What follows belongs to an exercise in optimizing a design on an open flow for small area and a short achievable clock period; a production flow would make more cautious choices.
No functional check of the RTL was part of any run shown here.

`run.sh`:
```
#!/bin/bash
# synth_recipe.tcl (not shown) runs the flow's synth.tcl, then flattens the netlist and writes it again
# the make line also repeats each setting of config.mk as NAME=value (left out here)
make -C /OpenROAD-flow-scripts/flow DESIGN_CONFIG=/design/flow/config.mk WORK_HOME=/design/flow/orfs CLKGATE_MAP_FILE= SYNTH_SCRIPT=/design/flow/synth_recipe.tcl finish
```
`config.mk`:
```
export PLATFORM = sky130hd
export DESIGN_NAME = Butterfly_Unit
export DESIGN_NICKNAME = Butterfly_Unit
export VERILOG_FILES = /design/flow/design.v
export SDC_FILE = /design/flow/constraint.sdc
export NUM_CORES = 4
export LEC_CHECK = 0
export CAP_MARGIN = 20
export CORE_MARGIN = 2
export CORE_UTILIZATION = 40
export SLEW_MARGIN = 20
```
`constraint.sdc`:
```
create_clock -name core_clock -period 6.5 [get_ports {clk}]
set_input_delay 1.3000 -clock core_clock [delete_from_list [all_inputs] [get_ports {clk}]]
set_output_delay 1.3000 -clock core_clock [all_outputs]
set_load 0.01 [all_outputs]
```
`design.v`:
```
module Mul12_CS (
    input  [11:0] a,
    input  [11:0] b,
    output [23:0] x,
    output [23:0] y
);
    wire s1, c1, s2, c2, s3, c3, s4, c4, s5, c5, s6, c6, s7, c7, s8, c8;
    wire s9, c9, s10, c10, s11, c11, s12, c12, s13, c13, s14, c14, s15, c15, s16, c16;
    wire s17, c17, s18, c18, s19, c19, s20, c20, s21, c21, s22, c22, s23, c23, s24, c24;
    wire s25, c25, s26, c26, s27, c27, s28, c28, s29, c29, s30, c30, s31, c31, s32, c32;
    wire s33, c33, s34, c34, s35, c35, s36, c36, s37, c37, s38, c38, s39, c39, s40, c40;
    wire s41, c41, s42, c42, s43, c43, s44, c44, s45, c45, s46, c46, s47, c47, s48, c48;
    wire s49, c49, s50, c50, s51, c51, s52, c52, s53, c53, s54, c54, s55, c55, s56, c56;
    wire s57, c57, s58, c58, s59, c59, s60, c60, s61, c61, s62, c62, s63, c63, s64, c64;
    wire s65, c65, s66, c66, s67, c67, s68, c68, s69, c69, s70, c70, s71, c71, s72, c72;
    wire s73, c73, s74, c74, s75, c75, s76, c76, s77, c77, s78, c78, s79, c79, s80, c80;
    wire s81, c81, s82, c82, s83, c83, s84, c84, s85, c85, s86, c86, s87, c87, s88, c88;
    wire s89, c89, s90, c90, s91, c91, s92, c92, s93, c93, s94, c94, s95, c95, s96, c96;
    wire s97, c97, s98, c98, s99, c99, s100, c100, s101, c101, s102, c102, s103, c103, s104, c104;
    wire s105, c105, s106, c106, s107, c107, s108, c108, s109, c109, s110, c110;
    assign s1 = (a[0] & b[9]) ^ (a[1] & b[8]);
    assign c1 = (a[0] & b[9]) & (a[1] & b[8]);
    assign s2 = (a[0] & b[10]) ^ (a[1] & b[9]) ^ (a[2] & b[8]);
    assign c2 = ((a[0] & b[10]) & (a[1] & b[9])) | ((a[0] & b[10]) & (a[2] & b[8])) | ((a[1] & b[9]) & (a[2] & b[8]));
    assign s3 = (a[3] & b[7]) ^ (a[4] & b[6]);
    assign c3 = (a[3] & b[7]) & (a[4] & b[6]);
    assign s4 = (a[0] & b[11]) ^ (a[1] & b[10]) ^ (a[2] & b[9]);
    assign c4 = ((a[0] & b[11]) & (a[1] & b[10])) | ((a[0] & b[11]) & (a[2] & b[9])) | ((a[1] & b[10]) & (a[2] & b[9]));
    assign s5 = (a[3] & b[8]) ^ (a[4] & b[7]) ^ (a[5] & b[6]);
    assign c5 = ((a[3] & b[8]) & (a[4] & b[7])) | ((a[3] & b[8]) & (a[5] & b[6])) | ((a[4] & b[7]) & (a[5] & b[6]));
    assign s6 = (a[6] & b[5]) ^ (a[7] & b[4]);
    assign c6 = (a[6] & b[5]) & (a[7] & b[4]);
    assign s7 = (a[1] & b[11]) ^ (a[2] & b[10]) ^ (a[3] & b[9]);
    assign c7 = ((a[1] & b[11]) & (a[2] & b[10])) | ((a[1] & b[11]) & (a[3] & b[9])) | ((a[2] & b[10]) & (a[3] & b[9]));
    assign s8 = (a[4] & b[8]) ^ (a[5] & b[7]) ^ (a[6] & b[6]);
    assign c8 = ((a[4] & b[8]) & (a[5] & b[7])) | ((a[4] & b[8]) & (a[6] & b[6])) | ((a[5] & b[7]) & (a[6] & b[6]));
    assign s9 = (a[7] & b[5]) ^ (a[8] & b[4]);
    assign c9 = (a[7] & b[5]) & (a[8] & b[4]);
    assign s10 = (a[2] & b[11]) ^ (a[3] & b[10]) ^ (a[4] & b[9]);
    assign c10 = ((a[2] & b[11]) & (a[3] & b[10])) | ((a[2] & b[11]) & (a[4] & b[9])) | ((a[3] & b[10]) & (a[4] & b[9]));
    assign s11 = (a[5] & b[8]) ^ (a[6] & b[7]) ^ (a[7] & b[6]);
    assign c11 = ((a[5] & b[8]) & (a[6] & b[7])) | ((a[5] & b[8]) & (a[7] & b[6])) | ((a[6] & b[7]) & (a[7] & b[6]));
    assign s12 = (a[3] & b[11]) ^ (a[4] & b[10]) ^ (a[5] & b[9]);
    assign c12 = ((a[3] & b[11]) & (a[4] & b[10])) | ((a[3] & b[11]) & (a[5] & b[9])) | ((a[4] & b[10]) & (a[5] & b[9]));
    assign s13 = (a[0] & b[6]) ^ (a[1] & b[5]);
    assign c13 = (a[0] & b[6]) & (a[1] & b[5]);
    assign s14 = (a[0] & b[7]) ^ (a[1] & b[6]) ^ (a[2] & b[5]);
    assign c14 = ((a[0] & b[7]) & (a[1] & b[6])) | ((a[0] & b[7]) & (a[2] & b[5])) | ((a[1] & b[6]) & (a[2] & b[5]));
    assign s15 = (a[3] & b[4]) ^ (a[4] & b[3]);
    assign c15 = (a[3] & b[4]) & (a[4] & b[3]);
    assign s16 = (a[0] & b[8]) ^ (a[1] & b[7]) ^ (a[2] & b[6]);
    assign c16 = ((a[0] & b[8]) & (a[1] & b[7])) | ((a[0] & b[8]) & (a[2] & b[6])) | ((a[1] & b[7]) & (a[2] & b[6]));
    assign s17 = (a[3] & b[5]) ^ (a[4] & b[4]) ^ (a[5] & b[3]);
    assign c17 = ((a[3] & b[5]) & (a[4] & b[4])) | ((a[3] & b[5]) & (a[5] & b[3])) | ((a[4] & b[4]) & (a[5] & b[3]));
    assign s18 = (a[6] & b[2]) ^ (a[7] & b[1]);
    assign c18 = (a[6] & b[2]) & (a[7] & b[1]);
    assign s19 = s1 ^ (a[2] & b[7]) ^ (a[3] & b[6]);
    assign c19 = (s1 & (a[2] & b[7])) | (s1 & (a[3] & b[6])) | ((a[2] & b[7]) & (a[3] & b[6]));
    assign s20 = (a[4] & b[5]) ^ (a[5] & b[4]) ^ (a[6] & b[3]);
    assign c20 = ((a[4] & b[5]) & (a[5] & b[4])) | ((a[4] & b[5]) & (a[6] & b[3])) | ((a[5] & b[4]) & (a[6] & b[3]));
    assign s21 = (a[7] & b[2]) ^ (a[8] & b[1]) ^ (a[9] & b[0]);
    assign c21 = ((a[7] & b[2]) & (a[8] & b[1])) | ((a[7] & b[2]) & (a[9] & b[0])) | ((a[8] & b[1]) & (a[9] & b[0]));
    assign s22 = s2 ^ s3 ^ (a[5] & b[5]);
    assign c22 = (s2 & s3) | (s2 & (a[5] & b[5])) | (s3 & (a[5] & b[5]));
    assign s23 = (a[6] & b[4]) ^ (a[7] & b[3]) ^ (a[8] & b[2]);
    assign c23 = ((a[6] & b[4]) & (a[7] & b[3])) | ((a[6] & b[4]) & (a[8] & b[2])) | ((a[7] & b[3]) & (a[8] & b[2]));
    assign s24 = (a[9] & b[1]) ^ (a[10] & b[0]) ^ c1;
    assign c24 = ((a[9] & b[1]) & (a[10] & b[0])) | ((a[9] & b[1]) & c1) | ((a[10] & b[0]) & c1);
    assign s25 = s4 ^ s5 ^ s6;
    assign c25 = (s4 & s5) | (s4 & s6) | (s5 & s6);
    assign s26 = (a[8] & b[3]) ^ (a[9] & b[2]) ^ (a[10] & b[1]);
    assign c26 = ((a[8] & b[3]) & (a[9] & b[2])) | ((a[8] & b[3]) & (a[10] & b[1])) | ((a[9] & b[2]) & (a[10] & b[1]));
    assign s27 = (a[11] & b[0]) ^ c2 ^ c3;
    assign c27 = ((a[11] & b[0]) & c2) | ((a[11] & b[0]) & c3) | (c2 & c3);
    assign s28 = s7 ^ s8 ^ s9;
    assign c28 = (s7 & s8) | (s7 & s9) | (s8 & s9);
    assign s29 = (a[9] & b[3]) ^ (a[10] & b[2]) ^ (a[11] & b[1]);
    assign c29 = ((a[9] & b[3]) & (a[10] & b[2])) | ((a[9] & b[3]) & (a[11] & b[1])) | ((a[10] & b[2]) & (a[11] & b[1]));
    assign s30 = c4 ^ c5 ^ c6;
    assign c30 = (c4 & c5) | (c4 & c6) | (c5 & c6);
    assign s31 = s10 ^ s11 ^ (a[8] & b[5]);
    assign c31 = (s10 & s11) | (s10 & (a[8] & b[5])) | (s11 & (a[8] & b[5]));
    assign s32 = (a[9] & b[4]) ^ (a[10] & b[3]) ^ (a[11] & b[2]);
    assign c32 = ((a[9] & b[4]) & (a[10] & b[3])) | ((a[9] & b[4]) & (a[11] & b[2])) | ((a[10] & b[3]) & (a[11] & b[2]));
    assign s33 = c7 ^ c8 ^ c9;
    assign c33 = (c7 & c8) | (c7 & c9) | (c8 & c9);
    assign s34 = s12 ^ (a[6] & b[8]) ^ (a[7] & b[7]);
    assign c34 = (s12 & (a[6] & b[8])) | (s12 & (a[7] & b[7])) | ((a[6] & b[8]) & (a[7] & b[7]));
    assign s35 = (a[8] & b[6]) ^ (a[9] & b[5]) ^ (a[10] & b[4]);
    assign c35 = ((a[8] & b[6]) & (a[9] & b[5])) | ((a[8] & b[6]) & (a[10] & b[4])) | ((a[9] & b[5]) & (a[10] & b[4]));
    assign s36 = (a[11] & b[3]) ^ c10 ^ c11;
    assign c36 = ((a[11] & b[3]) & c10) | ((a[11] & b[3]) & c11) | (c10 & c11);
    assign s37 = (a[4] & b[11]) ^ (a[5] & b[10]) ^ (a[6] & b[9]);
    assign c37 = ((a[4] & b[11]) & (a[5] & b[10])) | ((a[4] & b[11]) & (a[6] & b[9])) | ((a[5] & b[10]) & (a[6] & b[9]));
    assign s38 = (a[7] & b[8]) ^ (a[8] & b[7]) ^ (a[9] & b[6]);
    assign c38 = ((a[7] & b[8]) & (a[8] & b[7])) | ((a[7] & b[8]) & (a[9] & b[6])) | ((a[8] & b[7]) & (a[9] & b[6]));
    assign s39 = (a[10] & b[5]) ^ (a[11] & b[4]) ^ c12;
    assign c39 = ((a[10] & b[5]) & (a[11] & b[4])) | ((a[10] & b[5]) & c12) | ((a[11] & b[4]) & c12);
    assign s40 = (a[5] & b[11]) ^ (a[6] & b[10]) ^ (a[7] & b[9]);
    assign c40 = ((a[5] & b[11]) & (a[6] & b[10])) | ((a[5] & b[11]) & (a[7] & b[9])) | ((a[6] & b[10]) & (a[7] & b[9]));
    assign s41 = (a[8] & b[8]) ^ (a[9] & b[7]) ^ (a[10] & b[6]);
    assign c41 = ((a[8] & b[8]) & (a[9] & b[7])) | ((a[8] & b[8]) & (a[10] & b[6])) | ((a[9] & b[7]) & (a[10] & b[6]));
    assign s42 = (a[6] & b[11]) ^ (a[7] & b[10]) ^ (a[8] & b[9]);
    assign c42 = ((a[6] & b[11]) & (a[7] & b[10])) | ((a[6] & b[11]) & (a[8] & b[9])) | ((a[7] & b[10]) & (a[8] & b[9]));
    assign s43 = (a[0] & b[4]) ^ (a[1] & b[3]);
    assign c43 = (a[0] & b[4]) & (a[1] & b[3]);
    assign s44 = (a[0] & b[5]) ^ (a[1] & b[4]) ^ (a[2] & b[3]);
    assign c44 = ((a[0] & b[5]) & (a[1] & b[4])) | ((a[0] & b[5]) & (a[2] & b[3])) | ((a[1] & b[4]) & (a[2] & b[3]));
    assign s45 = (a[3] & b[2]) ^ (a[4] & b[1]);
    assign c45 = (a[3] & b[2]) & (a[4] & b[1]);
    assign s46 = s13 ^ (a[2] & b[4]) ^ (a[3] & b[3]);
    assign c46 = (s13 & (a[2] & b[4])) | (s13 & (a[3] & b[3])) | ((a[2] & b[4]) & (a[3] & b[3]));
    assign s47 = (a[4] & b[2]) ^ (a[5] & b[1]) ^ (a[6] & b[0]);
    assign c47 = ((a[4] & b[2]) & (a[5] & b[1])) | ((a[4] & b[2]) & (a[6] & b[0])) | ((a[5] & b[1]) & (a[6] & b[0]));
    assign s48 = s14 ^ s15 ^ (a[5] & b[2]);
    assign c48 = (s14 & s15) | (s14 & (a[5] & b[2])) | (s15 & (a[5] & b[2]));
    assign s49 = (a[6] & b[1]) ^ (a[7] & b[0]) ^ c13;
    assign c49 = ((a[6] & b[1]) & (a[7] & b[0])) | ((a[6] & b[1]) & c13) | ((a[7] & b[0]) & c13);
    assign s50 = s16 ^ s17 ^ s18;
    assign c50 = (s16 & s17) | (s16 & s18) | (s17 & s18);
    assign s51 = (a[8] & b[0]) ^ c14 ^ c15;
    assign c51 = ((a[8] & b[0]) & c14) | ((a[8] & b[0]) & c15) | (c14 & c15);
    assign s52 = s19 ^ s20 ^ s21;
    assign c52 = (s19 & s20) | (s19 & s21) | (s20 & s21);
    assign s53 = c16 ^ c17 ^ c18;
    assign c53 = (c16 & c17) | (c16 & c18) | (c17 & c18);
    assign s54 = s22 ^ s23 ^ s24;
    assign c54 = (s22 & s23) | (s22 & s24) | (s23 & s24);
    assign s55 = c19 ^ c20 ^ c21;
    assign c55 = (c19 & c20) | (c19 & c21) | (c20 & c21);
    assign s56 = s25 ^ s26 ^ s27;
    assign c56 = (s25 & s26) | (s25 & s27) | (s26 & s27);
    assign s57 = c22 ^ c23 ^ c24;
    assign c57 = (c22 & c23) | (c22 & c24) | (c23 & c24);
    assign s58 = s28 ^ s29 ^ s30;
    assign c58 = (s28 & s29) | (s28 & s30) | (s29 & s30);
    assign s59 = c25 ^ c26 ^ c27;
    assign c59 = (c25 & c26) | (c25 & c27) | (c26 & c27);
    assign s60 = s31 ^ s32 ^ s33;
    assign c60 = (s31 & s32) | (s31 & s33) | (s32 & s33);
    assign s61 = c28 ^ c29 ^ c30;
    assign c61 = (c28 & c29) | (c28 & c30) | (c29 & c30);
    assign s62 = s34 ^ s35 ^ s36;
    assign c62 = (s34 & s35) | (s34 & s36) | (s35 & s36);
    assign s63 = c31 ^ c32 ^ c33;
    assign c63 = (c31 & c32) | (c31 & c33) | (c32 & c33);
    assign s64 = s37 ^ s38 ^ s39;
    assign c64 = (s37 & s38) | (s37 & s39) | (s38 & s39);
    assign s65 = c34 ^ c35 ^ c36;
    assign c65 = (c34 & c35) | (c34 & c36) | (c35 & c36);
    assign s66 = s40 ^ s41 ^ (a[11] & b[5]);
    assign c66 = (s40 & s41) | (s40 & (a[11] & b[5])) | (s41 & (a[11] & b[5]));
    assign s67 = c37 ^ c38 ^ c39;
    assign c67 = (c37 & c38) | (c37 & c39) | (c38 & c39);
    assign s68 = s42 ^ (a[9] & b[8]) ^ (a[10] & b[7]);
    assign c68 = (s42 & (a[9] & b[8])) | (s42 & (a[10] & b[7])) | ((a[9] & b[8]) & (a[10] & b[7]));
    assign s69 = (a[11] & b[6]) ^ c40 ^ c41;
    assign c69 = ((a[11] & b[6]) & c40) | ((a[11] & b[6]) & c41) | (c40 & c41);
    assign s70 = (a[7] & b[11]) ^ (a[8] & b[10]) ^ (a[9] & b[9]);
    assign c70 = ((a[7] & b[11]) & (a[8] & b[10])) | ((a[7] & b[11]) & (a[9] & b[9])) | ((a[8] & b[10]) & (a[9] & b[9]));
    assign s71 = (a[10] & b[8]) ^ (a[11] & b[7]) ^ c42;
    assign c71 = ((a[10] & b[8]) & (a[11] & b[7])) | ((a[10] & b[8]) & c42) | ((a[11] & b[7]) & c42);
    assign s72 = (a[8] & b[11]) ^ (a[9] & b[10]) ^ (a[10] & b[9]);
    assign c72 = ((a[8] & b[11]) & (a[9] & b[10])) | ((a[8] & b[11]) & (a[10] & b[9])) | ((a[9] & b[10]) & (a[10] & b[9]));
    assign s73 = (a[0] & b[3]) ^ (a[1] & b[2]);
    assign c73 = (a[0] & b[3]) & (a[1] & b[2]);
    assign s74 = s43 ^ (a[2] & b[2]) ^ (a[3] & b[1]);
    assign c74 = (s43 & (a[2] & b[2])) | (s43 & (a[3] & b[1])) | ((a[2] & b[2]) & (a[3] & b[1]));
    assign s75 = s44 ^ s45 ^ (a[5] & b[0]);
    assign c75 = (s44 & s45) | (s44 & (a[5] & b[0])) | (s45 & (a[5] & b[0]));
    assign s76 = s46 ^ s47 ^ c44;
    assign c76 = (s46 & s47) | (s46 & c44) | (s47 & c44);
    assign s77 = s48 ^ s49 ^ c46;
    assign c77 = (s48 & s49) | (s48 & c46) | (s49 & c46);
    assign s78 = s50 ^ s51 ^ c48;
    assign c78 = (s50 & s51) | (s50 & c48) | (s51 & c48);
    assign s79 = s52 ^ s53 ^ c50;
    assign c79 = (s52 & s53) | (s52 & c50) | (s53 & c50);
    assign s80 = s54 ^ s55 ^ c52;
    assign c80 = (s54 & s55) | (s54 & c52) | (s55 & c52);
    assign s81 = s56 ^ s57 ^ c54;
    assign c81 = (s56 & s57) | (s56 & c54) | (s57 & c54);
    assign s82 = s58 ^ s59 ^ c56;
    assign c82 = (s58 & s59) | (s58 & c56) | (s59 & c56);
    assign s83 = s60 ^ s61 ^ c58;
    assign c83 = (s60 & s61) | (s60 & c58) | (s61 & c58);
    assign s84 = s62 ^ s63 ^ c60;
    assign c84 = (s62 & s63) | (s62 & c60) | (s63 & c60);
    assign s85 = s64 ^ s65 ^ c62;
    assign c85 = (s64 & s65) | (s64 & c62) | (s65 & c62);
    assign s86 = s66 ^ s67 ^ c64;
    assign c86 = (s66 & s67) | (s66 & c64) | (s67 & c64);
    assign s87 = s68 ^ s69 ^ c66;
    assign c87 = (s68 & s69) | (s68 & c66) | (s69 & c66);
    assign s88 = s70 ^ s71 ^ c68;
    assign c88 = (s70 & s71) | (s70 & c68) | (s71 & c68);
    assign s89 = s72 ^ (a[11] & b[8]) ^ c70;
    assign c89 = (s72 & (a[11] & b[8])) | (s72 & c70) | ((a[11] & b[8]) & c70);
    assign s90 = (a[9] & b[11]) ^ (a[10] & b[10]) ^ (a[11] & b[9]);
    assign c90 = ((a[9] & b[11]) & (a[10] & b[10])) | ((a[9] & b[11]) & (a[11] & b[9])) | ((a[10] & b[10]) & (a[11] & b[9]));
    assign s91 = (a[0] & b[2]) ^ (a[1] & b[1]);
    assign c91 = (a[0] & b[2]) & (a[1] & b[1]);
    assign s92 = s73 ^ (a[2] & b[1]) ^ (a[3] & b[0]);
    assign c92 = (s73 & (a[2] & b[1])) | (s73 & (a[3] & b[0])) | ((a[2] & b[1]) & (a[3] & b[0]));
    assign s93 = s74 ^ (a[4] & b[0]) ^ c73;
    assign c93 = (s74 & (a[4] & b[0])) | (s74 & c73) | ((a[4] & b[0]) & c73);
    assign s94 = s75 ^ c43 ^ c74;
    assign c94 = (s75 & c43) | (s75 & c74) | (c43 & c74);
    assign s95 = s76 ^ c45 ^ c75;
    assign c95 = (s76 & c45) | (s76 & c75) | (c45 & c75);
    assign s96 = s77 ^ c47 ^ c76;
    assign c96 = (s77 & c47) | (s77 & c76) | (c47 & c76);
    assign s97 = s78 ^ c49 ^ c77;
    assign c97 = (s78 & c49) | (s78 & c77) | (c49 & c77);
    assign s98 = s79 ^ c51 ^ c78;
    assign c98 = (s79 & c51) | (s79 & c78) | (c51 & c78);
    assign s99 = s80 ^ c53 ^ c79;
    assign c99 = (s80 & c53) | (s80 & c79) | (c53 & c79);
    assign s100 = s81 ^ c55 ^ c80;
    assign c100 = (s81 & c55) | (s81 & c80) | (c55 & c80);
    assign s101 = s82 ^ c57 ^ c81;
    assign c101 = (s82 & c57) | (s82 & c81) | (c57 & c81);
    assign s102 = s83 ^ c59 ^ c82;
    assign c102 = (s83 & c59) | (s83 & c82) | (c59 & c82);
    assign s103 = s84 ^ c61 ^ c83;
    assign c103 = (s84 & c61) | (s84 & c83) | (c61 & c83);
    assign s104 = s85 ^ c63 ^ c84;
    assign c104 = (s85 & c63) | (s85 & c84) | (c63 & c84);
    assign s105 = s86 ^ c65 ^ c85;
    assign c105 = (s86 & c65) | (s86 & c85) | (c65 & c85);
    assign s106 = s87 ^ c67 ^ c86;
    assign c106 = (s87 & c67) | (s87 & c86) | (c67 & c86);
    assign s107 = s88 ^ c69 ^ c87;
    assign c107 = (s88 & c69) | (s88 & c87) | (c69 & c87);
    assign s108 = s89 ^ c71 ^ c88;
    assign c108 = (s89 & c71) | (s89 & c88) | (c71 & c88);
    assign s109 = s90 ^ c72 ^ c89;
    assign c109 = (s90 & c72) | (s90 & c89) | (c72 & c89);
    assign s110 = (a[10] & b[11]) ^ (a[11] & b[10]) ^ c90;
    assign c110 = ((a[10] & b[11]) & (a[11] & b[10])) | ((a[10] & b[11]) & c90) | ((a[11] & b[10]) & c90);
    assign x = {1'b0, (a[11] & b[11]), s110, s109, s108, s107, s106, s105, s104, s103, s102, s101, s100, s99, s98, s97, s96, s95, s94, s93, s92, s91, (a[0] & b[1]), (a[0] & b[0])};
    assign y = {1'b0, c110, c109, c108, c107, c106, c105, c104, c103, c102, c101, c100, c99, c98, c97, c96, c95, c94, c93, c92, c91, (a[2] & b[0]), (a[1] & b[0]), 1'b0};
endmodule
module Tab_P12 (input [3:0] h, output [11:0] t);
    assign t[0] = (~h[3] & ~h[2] & ~h[1] & ~h[0]) | (~h[3] & ~h[2] & ~h[1] & h[0]) | (~h[3] & ~h[2] & h[1] & h[0]) | (~h[3] & h[2] & h[1] & ~h[0]) | (h[3] & ~h[2] & ~h[1] & ~h[0]) | (h[3] & ~h[2] & h[1] & h[0]) | (h[3] & h[2] & ~h[1] & h[0]) | (h[3] & h[2] & h[1] & ~h[0]);
    assign t[1] = (~h[3] & ~h[2] & ~h[1] & h[0]) | (~h[3] & ~h[2] & h[1] & ~h[0]) | (~h[3] & h[2] & ~h[1] & h[0]) | (h[3] & ~h[2] & ~h[1] & ~h[0]) | (h[3] & ~h[2] & ~h[1] & h[0]) | (h[3] & ~h[2] & h[1] & h[0]) | (h[3] & h[2] & ~h[1] & ~h[0]) | (h[3] & h[2] & h[1] & ~h[0]) | (h[3] & h[2] & h[1] & h[0]);
    assign t[2] = (~h[3] & ~h[2] & ~h[1] & h[0]) | (~h[3] & ~h[2] & h[1] & ~h[0]) | (~h[3] & ~h[2] & h[1] & h[0]) | (~h[3] & h[2] & ~h[1] & ~h[0]) | (h[3] & ~h[2] & ~h[1] & ~h[0]) | (h[3] & ~h[2] & ~h[1] & h[0]) | (h[3] & ~h[2] & h[1] & ~h[0]) | (h[3] & h[2] & h[1] & ~h[0]) | (h[3] & h[2] & h[1] & h[0]);
    assign t[3] = (~h[3] & ~h[2] & ~h[1] & h[0]) | (~h[3] & ~h[2] & h[1] & ~h[0]) | (~h[3] & ~h[2] & h[1] & h[0]) | (~h[3] & h[2] & ~h[1] & ~h[0]) | (~h[3] & h[2] & ~h[1] & h[0]) | (~h[3] & h[2] & h[1] & ~h[0]) | (~h[3] & h[2] & h[1] & h[0]) | (h[3] & h[2] & h[1] & ~h[0]) | (h[3] & h[2] & h[1] & h[0]);
    assign t[4] = (~h[3] & ~h[2] & ~h[1] & h[0]) | (~h[3] & ~h[2] & h[1] & ~h[0]) | (~h[3] & ~h[2] & h[1] & h[0]) | (~h[3] & h[2] & ~h[1] & ~h[0]) | (~h[3] & h[2] & ~h[1] & h[0]) | (~h[3] & h[2] & h[1] & ~h[0]) | (~h[3] & h[2] & h[1] & h[0]) | (h[3] & ~h[2] & ~h[1] & ~h[0]) | (h[3] & ~h[2] & ~h[1] & h[0]) | (h[3] & ~h[2] & h[1] & ~h[0]) | (h[3] & ~h[2] & h[1] & h[0]) | (h[3] & h[2] & ~h[1] & ~h[0]) | (h[3] & h[2] & ~h[1] & h[0]);
    assign t[5] = (~h[3] & ~h[2] & ~h[1] & h[0]) | (~h[3] & ~h[2] & h[1] & ~h[0]) | (~h[3] & ~h[2] & h[1] & h[0]) | (~h[3] & h[2] & ~h[1] & ~h[0]) | (~h[3] & h[2] & ~h[1] & h[0]) | (~h[3] & h[2] & h[1] & ~h[0]) | (~h[3] & h[2] & h[1] & h[0]) | (h[3] & ~h[2] & ~h[1] & ~h[0]) | (h[3] & ~h[2] & ~h[1] & h[0]) | (h[3] & ~h[2] & h[1] & ~h[0]) | (h[3] & ~h[2] & h[1] & h[0]) | (h[3] & h[2] & ~h[1] & ~h[0]) | (h[3] & h[2] & ~h[1] & h[0]) | (h[3] & h[2] & h[1] & ~h[0]) | (h[3] & h[2] & h[1] & h[0]);
    assign t[6] = (~h[3] & ~h[2] & ~h[1] & h[0]) | (~h[3] & ~h[2] & h[1] & ~h[0]) | (~h[3] & ~h[2] & h[1] & h[0]) | (~h[3] & h[2] & ~h[1] & ~h[0]) | (~h[3] & h[2] & ~h[1] & h[0]) | (~h[3] & h[2] & h[1] & ~h[0]) | (~h[3] & h[2] & h[1] & h[0]) | (h[3] & ~h[2] & ~h[1] & ~h[0]) | (h[3] & ~h[2] & ~h[1] & h[0]) | (h[3] & ~h[2] & h[1] & ~h[0]) | (h[3] & ~h[2] & h[1] & h[0]) | (h[3] & h[2] & ~h[1] & ~h[0]) | (h[3] & h[2] & ~h[1] & h[0]) | (h[3] & h[2] & h[1] & ~h[0]) | (h[3] & h[2] & h[1] & h[0]);
    assign t[7] = (~h[3] & ~h[2] & ~h[1] & h[0]) | (~h[3] & ~h[2] & h[1] & ~h[0]) | (~h[3] & ~h[2] & h[1] & h[0]) | (~h[3] & h[2] & ~h[1] & ~h[0]) | (~h[3] & h[2] & ~h[1] & h[0]) | (~h[3] & h[2] & h[1] & ~h[0]) | (~h[3] & h[2] & h[1] & h[0]) | (h[3] & ~h[2] & ~h[1] & ~h[0]) | (h[3] & ~h[2] & ~h[1] & h[0]) | (h[3] & ~h[2] & h[1] & ~h[0]) | (h[3] & ~h[2] & h[1] & h[0]) | (h[3] & h[2] & ~h[1] & ~h[0]) | (h[3] & h[2] & ~h[1] & h[0]) | (h[3] & h[2] & h[1] & ~h[0]) | (h[3] & h[2] & h[1] & h[0]);
    assign t[8] = (~h[3] & ~h[2] & ~h[1] & ~h[0]) | (~h[3] & ~h[2] & h[1] & ~h[0]) | (~h[3] & h[2] & ~h[1] & ~h[0]) | (~h[3] & h[2] & ~h[1] & h[0]) | (~h[3] & h[2] & h[1] & h[0]) | (h[3] & ~h[2] & ~h[1] & h[0]) | (h[3] & ~h[2] & h[1] & ~h[0]) | (h[3] & h[2] & ~h[1] & ~h[0]) | (h[3] & h[2] & h[1] & h[0]);
    assign t[9] = (~h[3] & ~h[2] & ~h[1] & h[0]) | (~h[3] & h[2] & ~h[1] & ~h[0]) | (~h[3] & h[2] & h[1] & h[0]) | (h[3] & ~h[2] & ~h[1] & ~h[0]) | (h[3] & ~h[2] & h[1] & ~h[0]) | (h[3] & ~h[2] & h[1] & h[0]) | (h[3] & h[2] & h[1] & ~h[0]);
    assign t[10] = (~h[3] & ~h[2] & ~h[1] & ~h[0]) | (~h[3] & ~h[2] & h[1] & ~h[0]) | (~h[3] & h[2] & h[1] & ~h[0]) | (~h[3] & h[2] & h[1] & h[0]) | (h[3] & ~h[2] & ~h[1] & h[0]) | (h[3] & ~h[2] & h[1] & h[0]) | (h[3] & h[2] & ~h[1] & h[0]) | (h[3] & h[2] & h[1] & h[0]);
    assign t[11] = (~h[3] & ~h[2] & ~h[1] & ~h[0]) | (~h[3] & ~h[2] & h[1] & h[0]) | (~h[3] & h[2] & ~h[1] & ~h[0]) | (h[3] & ~h[2] & ~h[1] & ~h[0]) | (h[3] & ~h[2] & ~h[1] & h[0]) | (h[3] & h[2] & ~h[1] & ~h[0]) | (h[3] & h[2] & ~h[1] & h[0]);
endmodule
module Tab_P16 (input [3:0] h, output [11:0] t);
    assign t[0] = (~h[3] & ~h[2] & ~h[1] & h[0]) | (~h[3] & ~h[2] & h[1] & ~h[0]) | (~h[3] & ~h[2] & h[1] & h[0]) | (~h[3] & h[2] & h[1] & h[0]) | (h[3] & ~h[2] & ~h[1] & ~h[0]) | (h[3] & ~h[2] & ~h[1] & h[0]) | (h[3] & h[2] & ~h[1] & h[0]) | (h[3] & h[2] & h[1] & ~h[0]) | (h[3] & h[2] & h[1] & h[0]);
    assign t[1] = (~h[3] & h[2] & ~h[1] & ~h[0]) | (~h[3] & h[2] & ~h[1] & h[0]) | (~h[3] & h[2] & h[1] & ~h[0]) | (~h[3] & h[2] & h[1] & h[0]) | (h[3] & ~h[2] & ~h[1] & ~h[0]) | (h[3] & ~h[2] & ~h[1] & h[0]);
    assign t[2] = (~h[3] & ~h[2] & ~h[1] & h[0]) | (~h[3] & ~h[2] & h[1] & h[0]) | (~h[3] & h[2] & ~h[1] & h[0]) | (~h[3] & h[2] & h[1] & h[0]) | (h[3] & ~h[2] & ~h[1] & h[0]) | (h[3] & ~h[2] & h[1] & ~h[0]) | (h[3] & h[2] & ~h[1] & ~h[0]) | (h[3] & h[2] & h[1] & ~h[0]);
    assign t[3] = (~h[3] & ~h[2] & ~h[1] & h[0]) | (~h[3] & ~h[2] & h[1] & ~h[0]) | (~h[3] & h[2] & ~h[1] & h[0]) | (~h[3] & h[2] & h[1] & ~h[0]) | (h[3] & ~h[2] & ~h[1] & h[0]) | (h[3] & ~h[2] & h[1] & ~h[0]) | (h[3] & ~h[2] & h[1] & h[0]) | (h[3] & h[2] & h[1] & ~h[0]) | (h[3] & h[2] & h[1] & h[0]);
    assign t[4] = (~h[3] & ~h[2] & h[1] & ~h[0]) | (~h[3] & h[2] & ~h[1] & ~h[0]) | (~h[3] & h[2] & ~h[1] & h[0]) | (~h[3] & h[2] & h[1] & h[0]) | (h[3] & ~h[2] & h[1] & ~h[0]) | (h[3] & h[2] & ~h[1] & ~h[0]) | (h[3] & h[2] & h[1] & h[0]);
    assign t[5] = (~h[3] & ~h[2] & ~h[1] & h[0]) | (~h[3] & h[2] & ~h[1] & ~h[0]) | (~h[3] & h[2] & h[1] & h[0]) | (h[3] & ~h[2] & ~h[1] & ~h[0]) | (h[3] & ~h[2] & h[1] & ~h[0]) | (h[3] & ~h[2] & h[1] & h[0]) | (h[3] & h[2] & h[1] & ~h[0]);
    assign t[6] = (~h[3] & ~h[2] & ~h[1] & h[0]) | (~h[3] & ~h[2] & h[1] & ~h[0]) | (~h[3] & ~h[2] & h[1] & h[0]) | (~h[3] & h[2] & h[1] & h[0]) | (h[3] & ~h[2] & ~h[1] & ~h[0]) | (h[3] & ~h[2] & ~h[1] & h[0]) | (h[3] & h[2] & h[1] & ~h[0]) | (h[3] & h[2] & h[1] & h[0]);
    assign t[7] = (~h[3] & ~h[2] & ~h[1] & h[0]) | (~h[3] & ~h[2] & h[1] & ~h[0]) | (~h[3] & ~h[2] & h[1] & h[0]) | (~h[3] & h[2] & ~h[1] & ~h[0]) | (~h[3] & h[2] & ~h[1] & h[0]) | (~h[3] & h[2] & h[1] & ~h[0]) | (h[3] & h[2] & h[1] & ~h[0]) | (h[3] & h[2] & h[1] & h[0]);
    assign t[8] = (~h[3] & h[2] & ~h[1] & ~h[0]) | (~h[3] & h[2] & ~h[1] & h[0]) | (~h[3] & h[2] & h[1] & ~h[0]) | (h[3] & ~h[2] & h[1] & ~h[0]) | (h[3] & ~h[2] & h[1] & h[0]) | (h[3] & h[2] & ~h[1] & ~h[0]) | (h[3] & h[2] & h[1] & ~h[0]) | (h[3] & h[2] & h[1] & h[0]);
    assign t[9] = (~h[3] & h[2] & h[1] & h[0]) | (h[3] & ~h[2] & ~h[1] & ~h[0]) | (h[3] & ~h[2] & ~h[1] & h[0]) | (h[3] & ~h[2] & h[1] & ~h[0]) | (h[3] & ~h[2] & h[1] & h[0]) | (h[3] & h[2] & ~h[1] & ~h[0]) | (h[3] & h[2] & h[1] & ~h[0]) | (h[3] & h[2] & h[1] & h[0]);
    assign t[10] = (~h[3] & ~h[2] & h[1] & ~h[0]) | (~h[3] & h[2] & ~h[1] & h[0]) | (h[3] & ~h[2] & ~h[1] & ~h[0]) | (h[3] & ~h[2] & h[1] & h[0]) | (h[3] & h[2] & ~h[1] & h[0]) | (h[3] & h[2] & h[1] & ~h[0]);
    assign t[11] = (~h[3] & ~h[2] & ~h[1] & h[0]) | (~h[3] & h[2] & ~h[1] & ~h[0]) | (~h[3] & h[2] & h[1] & h[0]) | (h[3] & ~h[2] & h[1] & ~h[0]) | (h[3] & h[2] & ~h[1] & h[0]);
endmodule
module Tab_P20 (input [3:0] h, output [11:0] t);
    assign t[0] = (~h[3] & ~h[2] & ~h[1] & ~h[0]) | (~h[3] & ~h[2] & h[1] & ~h[0]) | (~h[3] & h[2] & ~h[1] & ~h[0]) | (~h[3] & h[2] & h[1] & ~h[0]) | (h[3] & ~h[2] & ~h[1] & ~h[0]) | (h[3] & ~h[2] & h[1] & ~h[0]) | (h[3] & h[2] & ~h[1] & ~h[0]) | (h[3] & h[2] & h[1] & ~h[0]);
    assign t[1] = (~h[3] & ~h[2] & ~h[1] & h[0]) | (~h[3] & ~h[2] & h[1] & ~h[0]) | (~h[3] & h[2] & ~h[1] & h[0]) | (~h[3] & h[2] & h[1] & ~h[0]) | (h[3] & ~h[2] & ~h[1] & h[0]) | (h[3] & ~h[2] & h[1] & ~h[0]) | (h[3] & h[2] & ~h[1] & h[0]) | (h[3] & h[2] & h[1] & ~h[0]);
    assign t[2] = (~h[3] & ~h[2] & ~h[1] & h[0]) | (~h[3] & h[2] & ~h[1] & ~h[0]) | (~h[3] & h[2] & h[1] & ~h[0]) | (~h[3] & h[2] & h[1] & h[0]) | (h[3] & ~h[2] & ~h[1] & h[0]) | (h[3] & h[2] & ~h[1] & ~h[0]) | (h[3] & h[2] & h[1] & ~h[0]) | (h[3] & h[2] & h[1] & h[0]);
    assign t[3] = (~h[3] & ~h[2] & h[1] & ~h[0]) | (~h[3] & h[2] & ~h[1] & h[0]) | (~h[3] & h[2] & h[1] & ~h[0]) | (h[3] & ~h[2] & ~h[1] & ~h[0]) | (h[3] & ~h[2] & ~h[1] & h[0]) | (h[3] & ~h[2] & h[1] & h[0]) | (h[3] & h[2] & ~h[1] & ~h[0]) | (h[3] & h[2] & h[1] & h[0]);
    assign t[4] = (~h[3] & ~h[2] & h[1] & h[0]) | (~h[3] & h[2] & ~h[1] & ~h[0]) | (~h[3] & h[2] & ~h[1] & h[0]) | (~h[3] & h[2] & h[1] & ~h[0]) | (h[3] & ~h[2] & h[1] & ~h[0]) | (h[3] & ~h[2] & h[1] & h[0]) | (h[3] & h[2] & ~h[1] & ~h[0]);
    assign t[5] = (~h[3] & h[2] & h[1] & h[0]) | (h[3] & ~h[2] & ~h[1] & ~h[0]) | (h[3] & ~h[2] & ~h[1] & h[0]) | (h[3] & ~h[2] & h[1] & ~h[0]) | (h[3] & ~h[2] & h[1] & h[0]) | (h[3] & h[2] & ~h[1] & ~h[0]);
    assign t[6] = (~h[3] & ~h[2] & ~h[1] & h[0]) | (~h[3] & ~h[2] & h[1] & h[0]) | (~h[3] & h[2] & ~h[1] & h[0]) | (~h[3] & h[2] & h[1] & h[0]) | (h[3] & ~h[2] & ~h[1] & h[0]) | (h[3] & ~h[2] & h[1] & h[0]) | (h[3] & h[2] & h[1] & ~h[0]);
    assign t[7] = (~h[3] & ~h[2] & ~h[1] & h[0]) | (~h[3] & ~h[2] & h[1] & ~h[0]) | (~h[3] & h[2] & ~h[1] & h[0]) | (~h[3] & h[2] & h[1] & ~h[0]) | (h[3] & ~h[2] & ~h[1] & h[0]) | (h[3] & ~h[2] & h[1] & ~h[0]) | (h[3] & h[2] & h[1] & ~h[0]) | (h[3] & h[2] & h[1] & h[0]);
    assign t[8] = (~h[3] & ~h[2] & ~h[1] & ~h[0]) | (~h[3] & h[2] & ~h[1] & h[0]) | (~h[3] & h[2] & h[1] & ~h[0]) | (~h[3] & h[2] & h[1] & h[0]) | (h[3] & ~h[2] & ~h[1] & ~h[0]) | (h[3] & h[2] & h[1] & ~h[0]) | (h[3] & h[2] & h[1] & h[0]);
    assign t[9] = (~h[3] & h[2] & ~h[1] & h[0]) | (~h[3] & h[2] & h[1] & ~h[0]) | (~h[3] & h[2] & h[1] & h[0]) | (h[3] & ~h[2] & ~h[1] & ~h[0]) | (h[3] & ~h[2] & ~h[1] & h[0]) | (h[3] & ~h[2] & h[1] & ~h[0]) | (h[3] & ~h[2] & h[1] & h[0]) | (h[3] & h[2] & ~h[1] & ~h[0]) | (h[3] & h[2] & ~h[1] & h[0]);
    assign t[10] = (~h[3] & ~h[2] & ~h[1] & ~h[0]) | (~h[3] & ~h[2] & ~h[1] & h[0]) | (~h[3] & ~h[2] & h[1] & ~h[0]) | (~h[3] & ~h[2] & h[1] & h[0]) | (~h[3] & h[2] & ~h[1] & ~h[0]);
    assign t[11] = (~h[3] & ~h[2] & ~h[1] & ~h[0]) | (~h[3] & ~h[2] & ~h[1] & h[0]) | (~h[3] & ~h[2] & h[1] & ~h[0]) | (~h[3] & ~h[2] & h[1] & h[0]) | (~h[3] & h[2] & ~h[1] & ~h[0]) | (~h[3] & h[2] & ~h[1] & h[0]) | (~h[3] & h[2] & h[1] & ~h[0]) | (~h[3] & h[2] & h[1] & h[0]) | (h[3] & ~h[2] & ~h[1] & ~h[0]) | (h[3] & ~h[2] & ~h[1] & h[0]) | (h[3] & ~h[2] & h[1] & ~h[0]) | (h[3] & ~h[2] & h[1] & h[0]) | (h[3] & h[2] & ~h[1] & ~h[0]) | (h[3] & h[2] & ~h[1] & h[0]) | (h[3] & h[2] & h[1] & ~h[0]) | (h[3] & h[2] & h[1] & h[0]);
endmodule
module Tab_F12 (input [2:0] h, output [11:0] t);
    assign t[0] = (~h[2] & ~h[1] & h[0]) | (~h[2] & h[1] & h[0]);
    assign t[1] = (~h[2] & ~h[1] & h[0]) | (~h[2] & h[1] & ~h[0]);
    assign t[2] = (~h[2] & ~h[1] & h[0]) | (~h[2] & h[1] & ~h[0]) | (~h[2] & h[1] & h[0]) | (h[2] & ~h[1] & ~h[0]);
    assign t[3] = (~h[2] & ~h[1] & h[0]) | (~h[2] & h[1] & ~h[0]) | (~h[2] & h[1] & h[0]) | (h[2] & ~h[1] & ~h[0]);
    assign t[4] = (~h[2] & ~h[1] & h[0]) | (~h[2] & h[1] & ~h[0]) | (~h[2] & h[1] & h[0]) | (h[2] & ~h[1] & ~h[0]);
    assign t[5] = (~h[2] & ~h[1] & h[0]) | (~h[2] & h[1] & ~h[0]) | (~h[2] & h[1] & h[0]) | (h[2] & ~h[1] & ~h[0]);
    assign t[6] = (~h[2] & ~h[1] & h[0]) | (~h[2] & h[1] & ~h[0]) | (~h[2] & h[1] & h[0]) | (h[2] & ~h[1] & ~h[0]);
    assign t[7] = (~h[2] & ~h[1] & h[0]) | (~h[2] & h[1] & ~h[0]) | (~h[2] & h[1] & h[0]) | (h[2] & ~h[1] & ~h[0]);
    assign t[8] = (~h[2] & h[1] & ~h[0]) | (h[2] & ~h[1] & ~h[0]);
    assign t[9] = (~h[2] & ~h[1] & h[0]) | (h[2] & ~h[1] & ~h[0]);
    assign t[10] = (~h[2] & h[1] & ~h[0]);
    assign t[11] = (~h[2] & h[1] & h[0]) | (h[2] & ~h[1] & ~h[0]);
endmodule
module CSA #(parameter W = 8) (
    input  [W-1:0] a,
    input  [W-1:0] b,
    input  [W-1:0] c,
    output [W-1:0] s,
    output [W-1:0] y       
);
    wire [W-1:0] maj = (a & b) | (a & c) | (b & c);
    assign s = a ^ b ^ c;
    assign y = {maj[W-2:0], 1'b0};
endmodule
module Butterfly_Unit (
    input clk,
    input reset,
    input [1:0] operation,   
    input valid_in,
    input [11:0] a_in,
    input [11:0] b_in,
    input [11:0] zeta,
    output reg [11:0] a_out,
    output reg [11:0] b_out,
    output reg valid_out
);
    localparam [12:0] Q = 13'd3329;
    wire        intt0 = operation[0];
    wire [12:0] d0    = {1'b0, a_in} - {1'b0, b_in};
    wire [12:0] dq0   = {1'b0, a_in} + {1'b0, ~b_in} + 13'd3330;    
    wire [11:0] m0    = !intt0 ? b_in : (d0[12] ? dq0[11:0] : d0[11:0]);
    wire [12:0] s0    = {1'b0, a_in} + {1'b0, b_in & {12{intt0}}};
    reg [11:0] m1, z1;
    reg [12:0] s1;
    reg [1:0]  op1;
    reg        v1;
    always @(posedge clk) begin
        m1  <= m0;
        s1  <= s0;
        z1  <= zeta;
        op1 <= operation;
    end
    wire [23:0] px1, py1;
    Mul12_CS mul (.a(z1), .b(m1), .x(px1), .y(py1));
    reg [23:0] px2, py2;
    reg [12:0] s2;
    reg [1:0]  op2;
    reg        v2;
    always @(posedge clk) begin
        px2 <= px1;
        py2 <= py1;
        s2  <= s1;
        op2 <= op1;
    end
    wire [11:0] h2 = px2[23:12] + py2[23:12];
    wire [11:0] t0, t1, t2;
    Tab_P12 tab0 (.h(h2[3:0]),  .t(t0));
    Tab_P16 tab1 (.h(h2[7:4]),  .t(t1));
    Tab_P20 tab2 (.h(h2[11:8]), .t(t2));
    wire [14:0] sa, ca, sb, cb, sc, cc;
    CSA #(15) csa_a (.a({3'b000, px2[11:0]}), .b({3'b000, py2[11:0]}), .c({3'b000, t0}), .s(sa), .y(ca));
    CSA #(15) csa_b (.a(sa), .b(ca), .c({3'b000, t1}), .s(sb), .y(cb));
    CSA #(15) csa_c (.a(sb), .b(cb), .c({3'b000, t2}), .s(sc), .y(cc));
    reg [14:0] xs3, xc3;
    reg [12:0] s3;
    reg [1:0]  op3;
    reg        v3;
    always @(posedge clk) begin
        xs3 <= sc;
        xc3 <= cc;
        s3  <= s2;
        op3 <= op2;
    end
    wire [14:0] x3 = xs3 + xc3;           
    wire [11:0] f3;
    Tab_F12 tab3 (.h(x3[14:12]), .t(f3));
    wire [12:0] y3  = {1'b0, x3[11:0]} + {1'b0, f3};              
    wire [13:0] ym3 = {2'b00, x3[11:0]} + {2'b00, f3} - {1'b0, Q};
    wire [11:0] r3  = ym3[13] ? y3[11:0] : ym3[11:0];
    reg [11:0] r4;
    reg [12:0] s4;
    reg [1:0]  op4;
    reg        v4;
    always @(posedge clk) begin
        r4  <= r3;
        s4  <= s3;
        op4 <= op3;
    end
    wire [11:0] rn4 = r4 & {12{~op4[0]}};
    wire [12:0] t4  = s4 + {1'b0, rn4};                            
    wire [13:0] tm4 = {1'b0, s4} + {2'b00, rn4} - {1'b0, Q};
    wire [11:0] ao4 = tm4[13] ? t4[11:0] : tm4[11:0];
    wire [12:0] u4  = {1'b0, s4[11:0]} - {1'b0, r4};
    wire [12:0] uq4 = {1'b0, s4[11:0]} + {1'b0, ~r4} + 13'd3330;    
    wire [11:0] bo4 = op4[0] ? r4 : (u4[12] ? uq4[11:0] : u4[11:0]);
    always @(posedge clk) begin
        a_out <= op4[1] ? 12'd0 : ao4;
        b_out <= op4[1] ? 12'd0 : bo4;
    end
    always @(posedge clk) begin
        if (reset) begin
            v1 <= 1'b0; v2 <= 1'b0; v3 <= 1'b0; v4 <= 1'b0; valid_out <= 1'b0;
        end else begin
            v1 <= valid_in; v2 <= v1; v3 <= v2; v4 <= v3; valid_out <= v4;
        end
    end
endmodule
```
==> metrics.md, run 1 <==
| Metric | Value |
|---|---|
| Result of the run | timing/DRC/antenna clean |
| Count of cells along the worst register-to-register path | 19 |
| Critical path, cell by cell | ha_1, fa_1, a211oi_1, o21ai_1, a221oi_1, o21ai_1, nor3b_1, a221oi_2, ha_1, inv_1, ha_1, a21oi_1, nor3b_1, nand2_1, a21oi_1, o21ai_0, a21boi_1, buf_4, mux2_2 |
| Critical Path Most Common Cell | sky130_fd_sc_hd__ha_1 |
| Worst hold-check path type | flip-flop to flip-flop |
| Initial DRT Pass Iterations | 5 |
| DRC errors left | 0 |
| Unique cell type count in the Yosys netlist | 75 |
| Number of setup violations in the final report | 0 |
| Via count of the first global-routing pass | 11,800 |
| GPL Wtd Cong | 0.856 |
| Area Overhead vs Synth | 11.3% |
| Antenna Diode Count | 0 |
| Vias post-DR | 11,400 |
| Max frequency | 193 MHz |
| Transition time at the pin with the least slew margin | 0.918 ns |
| CTS Hold Bufs | 0 |
| DRT iter0 DRCs | ~430 |
| GR Overflow Total | 0 |
| Core region area | 39,600 um^2 |
| Count of flip-flops with a built-in enable after synthesis | 0 |
| Number of nets still failing antenna checks after routing | 0 |
| Quantity of gates resized following cts | 0 |
| Share of synthesized area occupied by flip-flops and latches | 0.244 |
| Drt total wl | 34,600 um |
| Number of maximum-capacitance constraint violations | 0 |
| Setup skew after layout | 0.0139 ns |
| Root buf cell | sky130_fd_sc_hd__clkbuf_16 |
| Final critical path time including I/O delays and setup | 5.18 ns |
| Horiz. Die Dim | 204 um |
| Via count normalized by instance count | between 4 and 5 |
| Clock transition at the registers of the reported paths | 0.09 ns |
| Total non-filler cell area in the finished layout | 17,900 um^2 |
| Nets | 2,155 |
| Longest Clk Path Bufs | 2 |
| Die area | ~42,000 um^2 |
| Maximum number of pins on one net before global-route repair | 36 |
| Synthesized netlist net count | 2,116 |
| Slew Limit Fails | 0 |
| Data required time of the critical path | 6.86 ns |
| Flip-flop and latch count after synthesis | 196 |
| Startpoint Class | flip-flop |
| Site row count | 73 |
| Critical Setup Path Class | flip-flop to flip-flop |
| Starting density of the core | 0.405 |
| Placed instance area | 17,200 um^2 |
| Tcrit/Tclk final | 0.797 |
| Netlist Area Pre-Place | ~16,000 um^2 |
| Worst rel slew slack | 0.386 |
| Final Hold Viols | 0 |
| Num CTS Buffers | 17 |
| CTS tree | yes |
| Data arrival time of the critical path | ~5.5 ns |
| Yosys Warn Count | 1 |
| Share of final-layout standard cells stronger than drive strength 1 | 0.0372 |
| # clock sinks | 196 |
| Total Neg Setup Slack | 0 ns |
| First-pass GRT wire length | 58,400 um |
| PortBufs | 65 |
| Clock H-tree levels | 4 |
| Total setup buffers inserted after CTS | 0 |
| Detail Placement HPWL | 27,900 um |
| Gate count after technology mapping | between 1,500 and 2,000 |
| CP max stage delay | 0.42 ns |
| RSZ-0062 raised after global routing | false |
| Critical path's slowest cell | sky130_fd_sc_hd__fa_1 |
| Cell depth of the worst hold path | 0 |
| IO Pins | 66 |
| Initial antenna violation count | 0 |
| Top_reg_cell synth | sky130_fd_sc_hd__dfxtp_1 |
| Overall global routing resource usage | 0.175 |
| Wire length per cell | 14.9 um |
| Worst skew pair latency | around 0.47 ns |
| Worst Setup End Kind | flip-flop |
| Die height | 204 um |
| Largest fanout on the critical path | 11 |
| Mean instance size in the synthesized netlist | 9.18 um^2 |
| Async set-or-reset flop fraction in the synthesized netlist | 0 |
[cells in the final DEF (no fill, tap or decap), types with 17 or more instances in the layout]
cell / n
sky130_fd_sc_hd__xnor2_1: 74
sky130_fd_sc_hd__o21ai_0: 58
sky130_fd_sc_hd__and2_1: 135
sky130_fd_sc_hd__nand2_1: 110
sky130_fd_sc_hd__fa_1: 160
sky130_fd_sc_hd__ha_1: 167
sky130_fd_sc_hd__clkdlybuf4s50_1: 65
sky130_fd_sc_hd__xor2_1: 31
sky130_fd_sc_hd__o21a_1: 18
sky130_fd_sc_hd__nor2b_1: 22
sky130_fd_sc_hd__dfxtp_1: 196
sky130_fd_sc_hd__nand3_1: 23
sky130_fd_sc_hd__clkbuf_16: 17
sky130_fd_sc_hd__a211oi_1: 17
sky130_fd_sc_hd__inv_1: 283
sky130_fd_sc_hd__nor2_1: 92
sky130_fd_sc_hd__mux2i_1: 21
sky130_fd_sc_hd__a21oi_1: 86
[per-stage QoR]
stage	utilization	hold WS, ns	cells	worst slack, ns
detailed placement	0.434	0.312	2293	1.35
finish	0.451	0.327	2325	1.32
CTS	0.450	0.329	2325	1.32
floorplan	-	0.310	1748	1.98
global route	0.451	0.332	2325	0.849
global placement	0.434	0.312	2293	1.46
[routing by layer]
| layer | global-route usage | wire, um |
|---|---|---|
| met3 | 0.0258 | 1130 |
| met2 | 0.304 | 16700 |
| met1 | 0.227 | 16300 |
| met5 | 0 | 0 |
| met4 | 0.0466 | 502 |
[sequential cells by signal, indices dropped and copies added, names as in the netlist, 2 cells and up]
signal,cells
m1,12
csa_a.b,11
s4,13
b_out,12
z1,12
px2,23
op4,2
a_out,12
xs3,13
op3,2
py2,11
op2,2
r4,12
s2,13
s3,13
xc3,13
op1,2
s1,13
[cells in the mapped netlist (6+ instances only)]
cell type	number	area (um^2)
sky130_fd_sc_hd__xnor2_1	74	648
sky130_fd_sc_hd__fa_1	160	3200
sky130_fd_sc_hd__xor2_1	31	272
sky130_fd_sc_hd__a31oi_1	11	68.8
sky130_fd_sc_hd__a21boi_0	6	45.0
sky130_fd_sc_hd__a21o_1	15	113
sky130_fd_sc_hd__ha_1	167	2090
sky130_fd_sc_hd__a21oi_1	86	430
sky130_fd_sc_hd__clkbuf_1	44	165
sky130_fd_sc_hd__nor2_1	92	345
sky130_fd_sc_hd__mux2i_1	21	210
sky130_fd_sc_hd__inv_1	283	1060
sky130_fd_sc_hd__dfxtp_1	196	3920
sky130_fd_sc_hd__buf_2	6	30.0
sky130_fd_sc_hd__and2_1	135	845
sky130_fd_sc_hd__nor3_1	12	60.1
sky130_fd_sc_hd__nand3_1	23	115
sky130_fd_sc_hd__o21ai_1	6	30.0
sky130_fd_sc_hd__nor2b_1	22	138
sky130_fd_sc_hd__o21bai_1	14	105
sky130_fd_sc_hd__o21a_1	18	135
sky130_fd_sc_hd__o21ai_0	59	295
sky130_fd_sc_hd__nand2b_1	14	87.6
sky130_fd_sc_hd__nand2_1	110	413
sky130_fd_sc_hd__o31a_1	7	61.3
sky130_fd_sc_hd__a221oi_1	9	78.8
sky130_fd_sc_hd__o211ai_1	16	120
sky130_fd_sc_hd__a211oi_1	17	128
[logic make-up after synthesis]
group,count (synthesis),share of synthesized area
AND/OR/NAND/NOR,444,0.141
buffers and inverters,335,0.0790
adder cells (fa/ha/maj),327,0.330
AO/OA/AOI/OAI,311,0.129
flip-flops,196,0.244
XOR/XNOR,109,0.0614
multiplexers,25,0.0159
other,1,0.000234
[final timing paths]
path,end,slack [ns],start
setup reg to reg,r4[6],1.32,xs3[1]
hold / removal,op3[0],0.33,op2[0]
setup / recovery,r4[6],1.32,xs3[1]
hold reg to reg,op3[0],0.33,op2[0]
[final cells by class]
cell class,instances,area [um^2]
fillers,3826,21800
inverters,284,1070
flip-flops and latches,196,3920
repair buffers,71,696
multi-input cells,1217,10900
well taps,525,657
clock inverters,15,231
clock buffers,17,425
[worst max-delay path: cells and delay by family, from the launching register on]
kind	cells	cell delay [ns]
AOI/OAI and AO/OA	9	2.04
DFF	1	0.31
buffers and inverters	2	0.29
adders and majority gates	4	1.40
muxes	1	0.35
and+or+nand+nor	3	0.68
==> run 2: changes to the inputs <==
--- a/config.mk
+++ b/config.mk
@@ -8,4 +8,5 @@
 export CAP_MARGIN = 20
 export CORE_MARGIN = 2
 export CORE_UTILIZATION = 40
+export SETUP_SLACK_MARGIN = 2.7
 export SLEW_MARGIN = 20
==> run 2 against run 1 <==
  * Design area increased by 3.5%
  * Still clean
  * Largest cell class unchanged
  * Synthesized area stayed put
  * Worst setup slack better by 0.91 ns
==> metrics.md, run 2 <==
| Metric | Value |
|---|---|
| Result of the run | timing/DRC/antenna clean |
| Initial DRT Pass Iterations | 5 (unchanged) |
| Max frequency | 234 MHz (+21%) |
| PortBufs | 65 (unchanged) |
| CTS tree | yes |
| Commonest non-fill, non-tap cells in the layout | 278 x sky130_fd_sc_hd__inv_1, 194 x sky130_fd_sc_hd__dfxtp_1, 158 x sky130_fd_sc_hd__fa_1 |
| Worst hold-check path type | flip-flop to flip-flop |
| Startpoint Class | flip-flop |
| Mean instance size in the synthesized netlist | 9.18 um^2 (unchanged) |
| Drt total wl | 35,600 um (+2.7%) |
| Async set-or-reset flop fraction in the synthesized netlist | 0 (unchanged) |
| Clock H-tree levels | 4 (unchanged) |
| Setup skew after layout | 0.0151 ns (+0.00123 ns) |
| Worst rel slew slack | 0.535 (+0.149) |
| Via count normalized by instance count | 4.89 (-0.15%) |
| Total non-filler cell area in the finished layout | 18,500 um^2 (+3.5%) |
| DRT iter0 DRCs | 538 (+25%) |
| Vias post-DR | 11,500 (+1.1%) |
| Antenna Diode Count | 0 (unchanged) |
| Number of setup violations in the final report | 0 (unchanged) |
| Final Hold Viols | 0 (unchanged) |
| Nets | 2,184 (+1.3%) |
| First-pass GRT wire length | 59,200 um (+1.4%) |
| Data required time of the critical path | 6.85 ns (about the same) |
| Critical path, cell by cell | ha_4, fa_2, a211oi_4, o21ai_2, a221oi_2, o21ai_2, buf_4, nor3b_4, a221oi_4, buf_12, ha_4, inv_1, ha_4, a21oi_2, nor3b_2, nand2_1, a21oi_2, o21ai_2, a21boi_1, buf_6, mux2_2 |
| # clock sinks | 196 (unchanged) |
| Yosys Warn Count | 1 (unchanged) |
| Netlist Area Pre-Place | 16,100 um^2 (unchanged) |
| Top_reg_cell synth | sky130_fd_sc_hd__dfxtp_1 |
| Total Neg Setup Slack | 0 ns (unchanged) |
| Longest Clk Path Bufs | 2 (unchanged) |
| Main area contributors after synthesis | sky130_fd_sc_hd__dfxtp_1 24%, sky130_fd_sc_hd__fa_1 20%, sky130_fd_sc_hd__ha_1 13%, sky130_fd_sc_hd__inv_1 6.6%, sky130_fd_sc_hd__and2_1 5.3% |
| Initial antenna violation count | 0 (unchanged) |
| RSZ-0062 raised after global routing | true |
| Placed instance area | 17,300 um^2 (+0.65%) |
| Wire length per cell | 15.1 um (+1.4%) |
| Num CTS Buffers | 17 (unchanged) |
| Area Overhead vs Synth | 15.1% |
| Yosys top cell by area | sky130_fd_sc_hd__dfxtp_1 |
| Largest fanout on the critical path | 7 (-4) |
| Worst Setup End Kind | flip-flop |
| Slew Limit Fails | 0 (unchanged) |
| Unique cell type count in the Yosys netlist | 75 (unchanged) |
| Worst skew pair latency | 0.46 ns (about the same) |
| GPL Wtd Cong | 0.851 (-0.53%) |
| Synth top cells by count | 283 x sky130_fd_sc_hd__inv_1, 196 x sky130_fd_sc_hd__dfxtp_1, 167 x sky130_fd_sc_hd__ha_1, 160 x sky130_fd_sc_hd__fa_1, 135 x sky130_fd_sc_hd__and2_1 |
| Detail Placement HPWL | 27,900 um (about the same) |
| Commonest non-fill, non-tap cell in the layout | sky130_fd_sc_hd__inv_1 |
| Flip-flop and latch count after synthesis | 196 (unchanged) |
| Number of nets still failing antenna checks after routing | 0 (unchanged) |
| Clock transition at the registers of the reported paths | 0.09 ns (about the same) |
| GR Overflow Total | 0 (unchanged) |
| CP max stage delay | 0.36 ns (-0.06 ns) |
| Die area | 41,700 um^2 (unchanged) |
| Transition time at the pin with the least slew margin | 0.696 ns (-0.222 ns) |
| Via count of the first global-routing pass | 11,500 (-2.6%) |
| Data arrival time of the critical path | 4.61 ns (-0.93 ns) |
| Starting density of the core | 0.405 (unchanged) |
| CP Buf/Inv Count | 4 (+2) |
| Most frequent cell after synthesis | sky130_fd_sc_hd__inv_1 |
| Overall global routing resource usage | 0.178 (+0.00264) |
| Max reg flops | 23 (unchanged) |
| Share of final-layout standard cells stronger than drive strength 1 | 0.0809 (+0.0437) |
| Core region area | 39,600 um^2 (unchanged) |
| Tcrit/Tclk final | 0.657 (-0.140) |
| DRC errors left | 0 (unchanged) |
| Critical Setup Path Class | flip-flop to flip-flop |
| Share of synthesized area occupied by flip-flops and latches | 0.244 (unchanged) |
| Critical path's slowest cell | sky130_fd_sc_hd__fa_2 |
| Die height | 204 um (unchanged) |
| Count of flip-flops with a built-in enable after synthesis | 0 (unchanged) |
| Horiz. Die Dim | 204 um (unchanged) |
| Root buf cell | sky130_fd_sc_hd__clkbuf_16 |
| IO Pins | 66 (unchanged) |
| Final critical path time including I/O delays and setup | 4.27 ns (-0.913 ns) |
| Site row count | 73 (unchanged) |
| Gate count after technology mapping | 1,748 (unchanged) |
| Cell family contributing the most delay on the critical path | compound AO/OA/AOI/OAI gates |
| Largest reg by FF count | px2 |
| Number of maximum-capacitance constraint violations | 0 (unchanged) |
| Maximum number of pins on one net before global-route repair | 36 (unchanged) |
| Post-synth top area share | 0.244 (unchanged) |
| Synthesized netlist net count | 2,116 (unchanged) |
## run 2: cell counts after synthesis
Identical to the previous run, type by type.
## run 2: cells by family (layout without fill, tap and decap cells)
kind of cell             after synthesis  in the layout  share of synthesized area
AO/OA/AOI/OAI                        311            311                      0.129
XOR/XNOR                             109            110                     0.0614
adder cells (fa/ha/maj)              327            327                      0.330
buffers and inverters                335            415                     0.0790
flip-flops                           196            196                      0.244
multiplexers                          25             25                     0.0159
other                                  1              1                   0.000234
AND/OR/NAND/NOR                      444            444                      0.141
## run 2: worst paths after layout
path         cells past startpoint   start  slack, ns     end
max                             21  xc3[1]       2.23   r4[6]
min reg2reg                      0  op3[1]       0.32  op4[1]
max reg2reg                     21  xc3[1]       2.23   r4[6]
min                              0  op3[1]       0.32  op4[1]
## run 2: metrics by stage
step,hold slack (ns),setup slack [ns],instances,utilization
CTS,0.324,2.18,2339,0.459
finish,0.322,2.23,2354,0.466
floorplan,0.310,2.44,1748,-
detailed placement,0.312,1.86,2292,0.437
global placement,0.310,1.93,2292,0.437
global route,0.329,2.00,2354,0.466
## run 2: layer usage
layer	wire, um	global-route usage	vias up	part of all wire
li1	-	-	5771	-
met5	0	0	-	0
met4	441	0.0440	0	0.012
met1	17000	0.236	5538	0.48
met3	1130	0.0265	32	0.032
met2	17000	0.303	168	0.48
## run 2: layout make-up
class / instances / area [um^2]
clock buffers: 17 / 425
clock inverters: 15 / 223
fillers: 3780 / 21200
inverters: 284 / 1070
multi-input cells: 1218 / 11200
flip-flops and latches: 196 / 3930
well taps: 525 / 657
repair buffers: 99 / 962
## run 2: timing repair
item	4_1_cts	5_1_grt
setup endpoints to repair	39	42
buffers inserted	15	14
hold buffers	0	0
cloned	0	1
pin swaps	17	6
resized for setup	24	32

[what the ideal ports hide]
Ports are ideal in the flow. The routed layouts listed here were re-timed in OpenROAD.
Step 1 (the two cells are an assumption about what drives the block):
set clk [get_ports {clk}]
set_driving_cell -lib_cell sky130_fd_sc_hd__clkbuf_16 $clk
set_driving_cell -lib_cell sky130_fd_sc_hd__buf_2 [delete_from_list [all_inputs] $clk]
Step 2 moves the port delays by t, midway between the first and last clock arrival at a register: inputs arrive t later, outputs are due t later. That takes back most of the time a late clock gives input paths.
Three values: ideal, step 1, step 2; two values: the first two.
| run | t (ns) | setup WS [ns] | worst hold slack (ns) |
|---|---|---|---|
| run 1 | 0.512 | 1.319 / 1.319 / 1.319 | 0.327 / 0.327 / 0.327 |
| run 2 | 0.505 | 2.232 / 2.232 / 2.232 | 0.322 / 0.322 / 0.322 |
After both steps every run listed still meets setup and hold.
